This is an optimization exercise on Yosys and OpenROAD, whose aim is small area and a short achievable clock period, not a production implementation. The RTL was checked by simulation tests, not by an equivalence proof against the original design. Power and IR drop assume default switching activity.

// conv
module conv (
input [4:0] stride,
input  conv_enable,
output reg [18:0] address1,
output [18:0] address2,
output reg [18:0] write_address,
output end_reach,
output reg full_conv_end, dot_sum_end,
input clk,
input reset,
input [9:0] w1 ,h1,w2,h2,
output reg [9:0] width, height
  );
Size: ~1,400 cells after synthesis, roughly 130 I/O pins, ~0.012 mm^2 of cells after synthesis.
clock: 11.0 ns
lec_check: 0
cap_margin: 20
core_margin: 2
core_utilization: 40
slew_margin: 20
standard.sh (not shown) runs the stock make flow with config.mk's settings and CLKGATE_MAP_FILE= SYNTH_SCRIPT=/design/flow/synth_recipe.tcl, a recipe that flattens the netlist after the stock synthesis.
==> flow/flow/run.sh <==
#!/bin/bash
set -euo pipefail
cd "$(dirname "$0")/.."
bash standard.sh SETUP_SLACK_MARGIN=7.8 finish > flow_make.log 2>&1
The starting point produced a clean layout.
Edit:
==> flow/flow/run.sh (replaced) <==
#!/bin/bash
set -euo pipefail
cd "$(dirname "$0")/.."
bash standard.sh SETUP_SLACK_MARGIN=8.2 finish > flow_make.log 2>&1
- The changed run ran to the end with no violations
- first-iteration DRC count came out higher by 21%
- worst setup slack is better by 0.015 ns
- critical path depth is unchanged
- power came out higher by 5.6%

---

The RTL this note starts from:
==> flow/design.v <==
`timescale 1ns / 1ps
module conv (
input [4:0] stride,
input  conv_enable,
output reg [18:0] address1,
output [18:0] address2,
output reg [18:0] write_address,
output end_reach,
output reg full_conv_end, dot_sum_end,
input clk,
input reset,
input [9:0] w1 ,h1,w2,h2,
output reg [9:0] width, height
  );
wire [9:0] w2s = {4'b0, w2[5:0]};
wire [9:0] h2s = {4'b0, h2[5:0]};
reg [4:0]  sR;
reg [9:0]  Km;        
reg        K1;        
reg        w2is1;     
reg        h2is1;     
reg        sis1;      
reg [6:0]  CS1;       
function [9:0] sub10;
  input [9:0] a, b;
  reg [10:0] g, p, q;
  integer i, d;
  begin
    g[0] = 1'b1; p[0] = 1'b0;             
    for (i = 0; i < 10; i = i + 1) begin
      g[i+1] = a[i] & ~b[i];
      p[i+1] = a[i] ^ ~b[i];
    end
    q = p;
    for (d = 1; d < 11; d = d * 2)
      for (i = 10; i >= 1; i = i - 1)
        if (i >= d) begin
          g[i] = g[i] | (p[i] & g[i-d]);
          p[i] = p[i] & p[i-d];
        end
    for (i = 0; i < 10; i = i + 1)
      sub10[i] = q[i+1] ^ g[i];
  end
endfunction
always @(posedge clk) begin
  sR     <= stride;
  Km     <= sub10(w1, w2s);
  K1     <= (w1 == w2s);
  w2is1  <= (w2s == 10'd1);
  h2is1  <= (h2s == 10'd1);
  sis1   <= (stride == 5'd1);
  CS1    <= {1'b0, h2[5:0]} + 7'd2 - {2'b0, stride};
end
reg [5:0]  hc;              
reg        wrapF;           
reg [5:0]  vc;              
reg        vclF;            
reg        capF;            
reg [9:0]  P;               
reg        LC;              
reg        Hz;              
reg        HL;              
reg [9:0]  RL;              
reg [9:0]  VL;              
reg [9:0]  Vp1;             
reg [18:0] win_base;        
reg [18:0] nrb;             
reg [11:0] a2;              
assign end_reach = 1'b0;
assign address2 = {7'b0, a2};
wire        go      = conv_enable && !full_conv_end;
wire        wrap    = wrapF;
wire        win_end = wrapF && vclF;
wire        row_end = win_end && LC;
wire        cap     = wrapF && Hz && capF;
wire [18:0] a1_inc  = address1 + 19'd1;
wire [18:0] a1_wv   = address1 + {9'b0, Km} + 19'd1;
wire [18:0] a1_bs   = win_base + {14'b0, sR};
wire [18:0] nrb_cur = cap ? a1_wv : nrb;
wire [18:0] a1_n    = row_end ? nrb_cur :
                      win_end ? a1_bs :
                      wrap    ? a1_wv : a1_inc;
wire [9:0]  P_s     = P + {5'b0, sR};
wire [9:0]  P_n     = row_end ? {5'b0, sR} : P_s;
wire [9:0]  VLs     = VL - {5'b0, sR};
wire [9:0]  RL_n    = row_end ? VLs :
                      win_end ? VL :
                      wrap    ? RL - 10'd1 : RL;
wire        RL1     = (RL == 10'd1);
wire        Hz_n    = row_end || (Hz && !win_end);
wire        HL_n    = row_end ? K1 : win_end ? (P == Km) : HL;
wire        fce_n   = (wrap && !win_end && Hz && RL1) ||
                      (row_end && VL == {5'b0, sR});
wire        hgt_n   = (!wrap && hc == 6'd2 && HL && RL1) ||
                      (wrap && !win_end && w2is1 && HL && RL == 10'd2) ||
                      (win_end && !LC && w2is1 && P == Km && VL == 10'd1) ||
                      (row_end && w2is1 && K1 && VL == 10'd2);    
wire [9:0]  Vp1_n   = row_end ? Vp1 + {5'b0, sR} : Vp1;
always @(posedge clk) begin
  if (reset) begin
    hc <= w2[5:0]; wrapF <= (w2s == 10'd1);
    vc <= h2[5:0]; vclF <= (h2s == 10'd1);
    capF <= (stride == 5'd1);
    P <= {5'b0, stride};
    Hz <= 1'b1; HL <= (w1 == w2s);
    RL <= h1; VL <= h1; Vp1 <= 10'd1;
    win_base <= 0;
    address1 <= 0; a2 <= 0; write_address <= 0;
    dot_sum_end <= 0; full_conv_end <= 0;
    width <= 0; height <= 0;
  end else if (conv_enable) begin
    dot_sum_end <= go && win_end;
    if (go) begin
      hc <= wrap ? w2[5:0] : hc - 6'd1;
      wrapF <= wrap ? w2is1 : (hc == 6'd2);
      if (win_end) begin
        vc <= h2[5:0]; vclF <= h2is1; capF <= sis1;
      end else if (wrap) begin
        vc <= vc - 6'd1; vclF <= (vc == 6'd2); capF <= ({1'b0, vc} == CS1);
      end
      if (win_end) P <= P_n;
      Hz <= Hz_n; HL <= HL_n;
      RL <= RL_n; Vp1 <= Vp1_n;
      if (row_end) VL <= VLs;
      address1 <= a1_n;
      if (win_end) win_base <= a1_n;
      a2 <= win_end ? 12'd0 : a2 + 12'd1;
      if (win_end) write_address <= write_address + 19'd1;
      if (row_end) width <= P;
      if (fce_n) full_conv_end <= 1'b1;
      if (hgt_n) height <= Vp1_n;
    end
  end
end
always @(posedge clk) begin
  if (cap) nrb <= a1_wv;
end
wire LC_n = P_n > Km;
wire LC_h = P > Km;
always @(posedge clk) begin
  if (reset) LC <= (w1 == 10'd1);
  else LC <= (go && win_end) ? LC_n : LC_h;
end
endmodule
==> flow/config.mk <==
export PLATFORM = sky130hd
export DESIGN_NAME = conv
export DESIGN_NICKNAME = conv
export VERILOG_FILES = /design/flow/design.v
export SDC_FILE = /design/flow/constraint.sdc
export NUM_CORES = 4
export LEC_CHECK = 0
export CAP_MARGIN = 20
export CORE_MARGIN = 2
export CORE_UTILIZATION = 40
export SLEW_MARGIN = 20
==> flow/constraint.sdc <==
create_clock -name core_clock -period 11.0 [get_ports {clk}]
set_input_delay 2.2000 -clock core_clock [delete_from_list [all_inputs] [get_ports {clk}]]
set_output_delay 2.2000 -clock core_clock [all_outputs]
set_load 0.01 [all_outputs]
==> flow/flow/run.sh <==
#!/bin/bash
set -euo pipefail
cd "$(dirname "$0")/.."
bash standard.sh SETUP_SLACK_MARGIN=7.3 "BUFFER_PORTS_ARGS=-buffer_cell sky130_fd_sc_hd__buf_2" finish > flow_make.log 2>&1
The first run produced a clean layout.
Change:
==> flow/flow/run.sh (replaced) <==
#!/bin/bash
set -euo pipefail
cd "$(dirname "$0")/.."
bash standard.sh SETUP_SLACK_MARGIN=7.7 "BUFFER_PORTS_ARGS=-buffer_cell sky130_fd_sc_hd__buf_2" finish > flow_make.log 2>&1
Outcome: Core utilization rose by 1.5 points. Total power is about the same. Register-to-register slack improved by 170 ps. Maximum frequency came out higher by roughly a tenth. Die area is unchanged. Via count rises slightly. Flip-flop and latch count stays the same. Worst hold slack stays flat. Final cell count rose slightly.
Change:
==> flow/flow/run.sh (replaced) <==
#!/bin/bash
set -euo pipefail
cd "$(dirname "$0")/.."
bash standard.sh SETUP_SLACK_MARGIN=7.6 "BUFFER_PORTS_ARGS=-buffer_cell sky130_fd_sc_hd__buf_2" TNS_END_PERCENT=10 finish > flow_make.log 2>&1
Result: The changed run ran to the end with no violations; power is about the same; hold slack loses 5.0 ps; register-to-register slack barely changes; first-iteration DRC count goes up by roughly a tenth; via count goes down slightly; critical path depth came out lower by 9; sequential share of layout area goes up by 0.51 points; routed wire length goes down by a few percent; flip-flop and latch count stays the same; cell area is lower by a few percent.

[static timing again, ports no longer ideal]
Ports are ideal in the flow. The routed layouts listed here were re-timed in OpenROAD.
Step 1 assumes that a clkbuf_16 drives the clock port and a buf_2 every other input.
Step 2 times the ports against the registers' clock, not the clock port: input delays grow and output delays shrink by t, the midpoint of the rising clock arrivals with the driver on.
Three values: ideal, step 1, step 2; two values: the first two.
| run | shift t [ns] | slack for setup (ns) | hold WS [ns] | worst data-port slew with drivers (ns) |
|---|---|---|---|---|
| the first run of note 1 | 0.490 | 7.438 / 7.416 / 6.926 | 0.452 / 0.452 / 0.452 | 0.08 |
| the second run of note 1 | 0.491 | 7.453 / 7.438 / 6.947 | 0.457 / 0.457 / 0.457 | 0.06 |
| the first run of note 2 | 0.488 | 7.400 / 7.400 / 6.920 | 0.455 / 0.455 / 0.455 | 0.04 |
| the second run of note 2 | 0.475 | 7.700 / 7.693 / 7.267 | 0.457 / 0.457 / 0.457 | 0.05 |
| the third run of note 2 | 0.490 | 7.590 / 7.571 / 7.120 | 0.452 / 0.452 / 0.452 | 0.05 |
After both steps setup and hold are still met in every run listed. For the first run of note 1, which loses most, drivers alone change the setup slack by -0.022 ns; drivers and shift together by -0.512 ns.
